This is an optimization exercise on Yosys and OpenROAD, whose aim is small area, not a production implementation.
In this exercise RTL edits were held to simulation tests only and were not proved equivalent to the original.
The flow treats the clock pin as an ideal source, which a real chip does not have.
Power figures rest on the tool's default switching activity, not on a simulated workload.

Design wb_drv_config, start of the top module:
module wb_drv_config #(
        parameter [31:0]    BASE_ADDRESS        = 32'h0300_0000,
        parameter [31:0]    DELAY_SYNC_ADDRESS  = BASE_ADDRESS,
        parameter [31:0]    DELAY_P_ADDRESS     = BASE_ADDRESS+1,
        parameter [31:0]    DELAY_N_ADDRESS     = BASE_ADDRESS+2,
        parameter [31:0]    DRV_CURRENT         = BASE_ADDRESS+3
    ) (
        input wire      clk,
        input wire      reset,
        input wire          i_wb_cyc,        
        input wire          i_wb_stb,        
        input wire          i_wb_we,         
        input wire [31:0]   i_wb_addr,       
        input wire [31:0]   i_wb_data,       
        output reg          o_wb_ack,        
        output wire         o_wb_stall,      
        output wire [31:0]  o_wb_data,       
        output reg [15:0]   o_del_sync,      
        output reg [15:0]   o_del_sync_inv,  
        output reg [15:0]   o_del_p,         
        output reg [15:0]   o_del_p_inv,     
        output reg [15:0]   o_del_n,         
        output reg [15:0]   o_del_n_inv,     
        output reg [31:0]   o_current       
    );
Size in the first run: ~410 cells after synthesis, roughly 130 flip-flops, ~0.0047 mm2 of cells after synthesis.
Settings: LEC_CHECK=0, CAP_MARGIN=20, CORE_MARGIN=2, CORE_UTILIZATION=40, SLEW_MARGIN=20, SYNTH_HIERARCHICAL=1; clock period 10.0 ns.
standard.sh (not shown) runs the stock make flow with config.mk's settings and CLKGATE_MAP_FILE= SYNTH_SCRIPT=/design/flow/synth_recipe.tcl, a recipe that flattens the netlist after the stock synthesis.
==> flow/flow/run.sh <==
#!/bin/bash
# The standard layout, with the port buffers that buffer_ports inserts made of
# the smallest buffer cell instead of the default clkdlybuf4s50_1.
set -euo pipefail
export BUFFER_PORTS_ARGS="-buffer_cell sky130_fd_sc_hd__buf_1"
bash standard.sh > standard.log 2>&1
Rerun with:
==> flow/run.sh (new file) <==
#!/bin/bash
# synth_recipe.tcl (not shown) runs the flow's synth.tcl, then flattens the netlist and writes it again
# the make line also repeats each setting of config.mk as NAME=value (left out here)
make -C /OpenROAD-flow-scripts/flow DESIGN_CONFIG=/design/flow/config.mk WORK_HOME=/design/flow/orfs CLKGATE_MAP_FILE= SYNTH_SCRIPT=/design/flow/synth_recipe.tcl finish
removed: flow/flow/run.sh
removed: flow/standard.sh
Outcome:
- The changed run finished with timing, DRC and antenna clean
- hold slack stays flat
- area after synthesis is unchanged
- setup slack got worse by 0.35 ns
- global-route usage rose by 2.3 points
- non-clock buffer count stays the same


Another version of the RTL of wb_drv_config (not shown whole).
For scale: about 130 flip-flops, about 4600 um2 of cells after synthesis.
export LEC_CHECK = 0
export CAP_MARGIN = 20
export CORE_MARGIN = 2
export CORE_UTILIZATION = 75
export SLEW_MARGIN = 20
export SYNTH_HIERARCHICAL = 1
create_clock -name core_clock -period 10.0 [get_ports {clk}]
==> flow/flow/run.sh <==
#!/bin/bash
# The standard layout, with changes that only pick smaller cells:
# - the port buffers that buffer_ports inserts are the smallest buffer cell
#   instead of the default clkdlybuf4s50_1;
# - clock tree synthesis builds the tree from clkbuf_4 and adds no dummy
#   loads; afterwards any clock buffer whose flip-flops see a clock slew over
#   100 ps (placement estimate) is upsized (flow/clkfix.tcl).
set -euo pipefail
export BUFFER_PORTS_ARGS="-buffer_cell sky130_fd_sc_hd__buf_1"
export CTS_ARGS="-sink_clustering_enable -repair_clock_nets -buf_list {sky130_fd_sc_hd__clkbuf_4} -dont_use_dummy_load"
bash standard.sh cts > standard_cts.log 2>&1
export RES_DIR="$PWD/orfs/results/$FLOW_PLATFORM/wb_drv_config/base"
export CLK_SLEW_TARGET=0.100
openroad -no_init -exit flow/clkfix.tcl > clkfix.log 2>&1
bash standard.sh > standard_finish.log 2>&1
Other scripts of this flow, unchanged in this note and not shown: flow/flow/clkfix.tcl
The baseline did not get past global placement (3_3_place_gp) (GPL-0301).
Edit:
--- a/flow/flow/run.sh
+++ b/flow/flow/run.sh
@@ -1,3 +1,5 @@
 #!/bin/bash
-# The standard layout, with changes that only pick smaller cells:
+# The standard layout, with changes that only pick other cells:
+# - inverters with a fanout of 8 or more become inv_2 before placement
+#   (same area as inv_1, more drive; flow/prep.tcl);
 # - the port buffers that buffer_ports inserts are the smallest buffer cell
@@ -8,6 +10,8 @@
 set -euo pipefail
+export RES_DIR="$PWD/orfs/results/$FLOW_PLATFORM/wb_drv_config/base"
 export BUFFER_PORTS_ARGS="-buffer_cell sky130_fd_sc_hd__buf_1"
 export CTS_ARGS="-sink_clustering_enable -repair_clock_nets -buf_list {sky130_fd_sc_hd__clkbuf_4} -dont_use_dummy_load"
+bash standard.sh floorplan > standard_floorplan.log 2>&1
+openroad -no_init -exit flow/prep.tcl > prep.log 2>&1
 bash standard.sh cts > standard_cts.log 2>&1
-export RES_DIR="$PWD/orfs/results/$FLOW_PLATFORM/wb_drv_config/base"
 export CLK_SLEW_TARGET=0.100
==> flow/flow/prep.tcl (new file) <==
# Before placement: inverters that drive many loads use the inv_2 variant,
# which has the same area as inv_1 and twice its drive.
set res $::env(RES_DIR)
read_liberty $::env(FLOW_HOME)/platforms/$::env(FLOW_PLATFORM)/lib/sky130_fd_sc_hd__tt_025C_1v80.lib
read_db $res/2_floorplan.odb
set n 0
foreach inst [get_cells *] {
  if {[get_property $inst ref_name] ne "sky130_fd_sc_hd__inv_1"} continue
  set out [get_pins -of_objects $inst -filter "direction==output"]
  set fo [llength [get_pins -of_objects [get_nets -of_objects $out] -filter "direction==input"]]
  if {$fo >= 8} {
    replace_cell $inst sky130_fd_sc_hd__inv_2
    puts "inv_2 for [get_full_name $inst] (fanout $fo)"
    incr n
  }
}
puts "$n inverters changed to inv_2"
write_db $res/2_floorplan.odb
Settings changed: CORE_UTILIZATION 75 to 65.
Outcome: Now the flow ran to the end with no violations. Area after synthesis is unchanged. Synthesized cell count does not change.
Edit:
Settings changed: CORE_UTILIZATION 65 to 50.
=>
- The changed run passed the timing, design-rule and antenna checks
- critical path depth stays the same
- global-route usage drops by 7.9 points
- total power shrinks slightly
- sequential share of layout area barely changes
- worst setup slack is better by 38 ps
- core utilization goes down by 21 points
- die area climbs by a quarter to a third
- worst hold slack stays flat

-- re-timing with driven ports --
How much do the figures lean on ideal ports? The routed layouts below were timed once more, with nothing changed but the port constraints. Step 1 sets driving cells, clkbuf_16 on the clock port and buf_2 on the other inputs (assumed; they add their load-dependent delay and slew). Step 2 times the ports against the registers' clock, not the clock port: input delays grow and output delays shrink by t, the midpoint of the rising clock arrivals with the driver on. Three values: ideal, step 1, step 2; two values: the first two.
| run | t (ns) | slack for setup (ns) | hold WS [ns] | slew at the worst register clock pin (ns) | pins driven straight from the clock port |
|---|---|---|---|---|---|
| the first run of note 1 | 0.437 | 5.621 / 5.581 / 5.754 | 0.513 / 0.513 / 0.513 | 0.06 / 0.06 | 1 |
| the second run of note 1 | 0.445 | 5.269 / 5.227 / 5.373 | 0.512 / 0.512 / 0.512 | 0.06 / 0.06 | 1 |
| the second run of note 2 | 0.525 | 5.305 / 5.314 / 4.789 | 0.512 / 0.512 / 0.512 | 0.10 / 0.10 | 1 |
| the third run of note 2 | 0.526 | 5.343 / 5.356 / 4.831 | 0.511 / 0.511 / 0.511 | 0.09 / 0.09 | 1 |
After both steps every run listed still meets setup and hold. The setup slack of the second run of note 2, which loses most, moves by +0.009 ns with the drivers and by -0.516 ns with both steps.
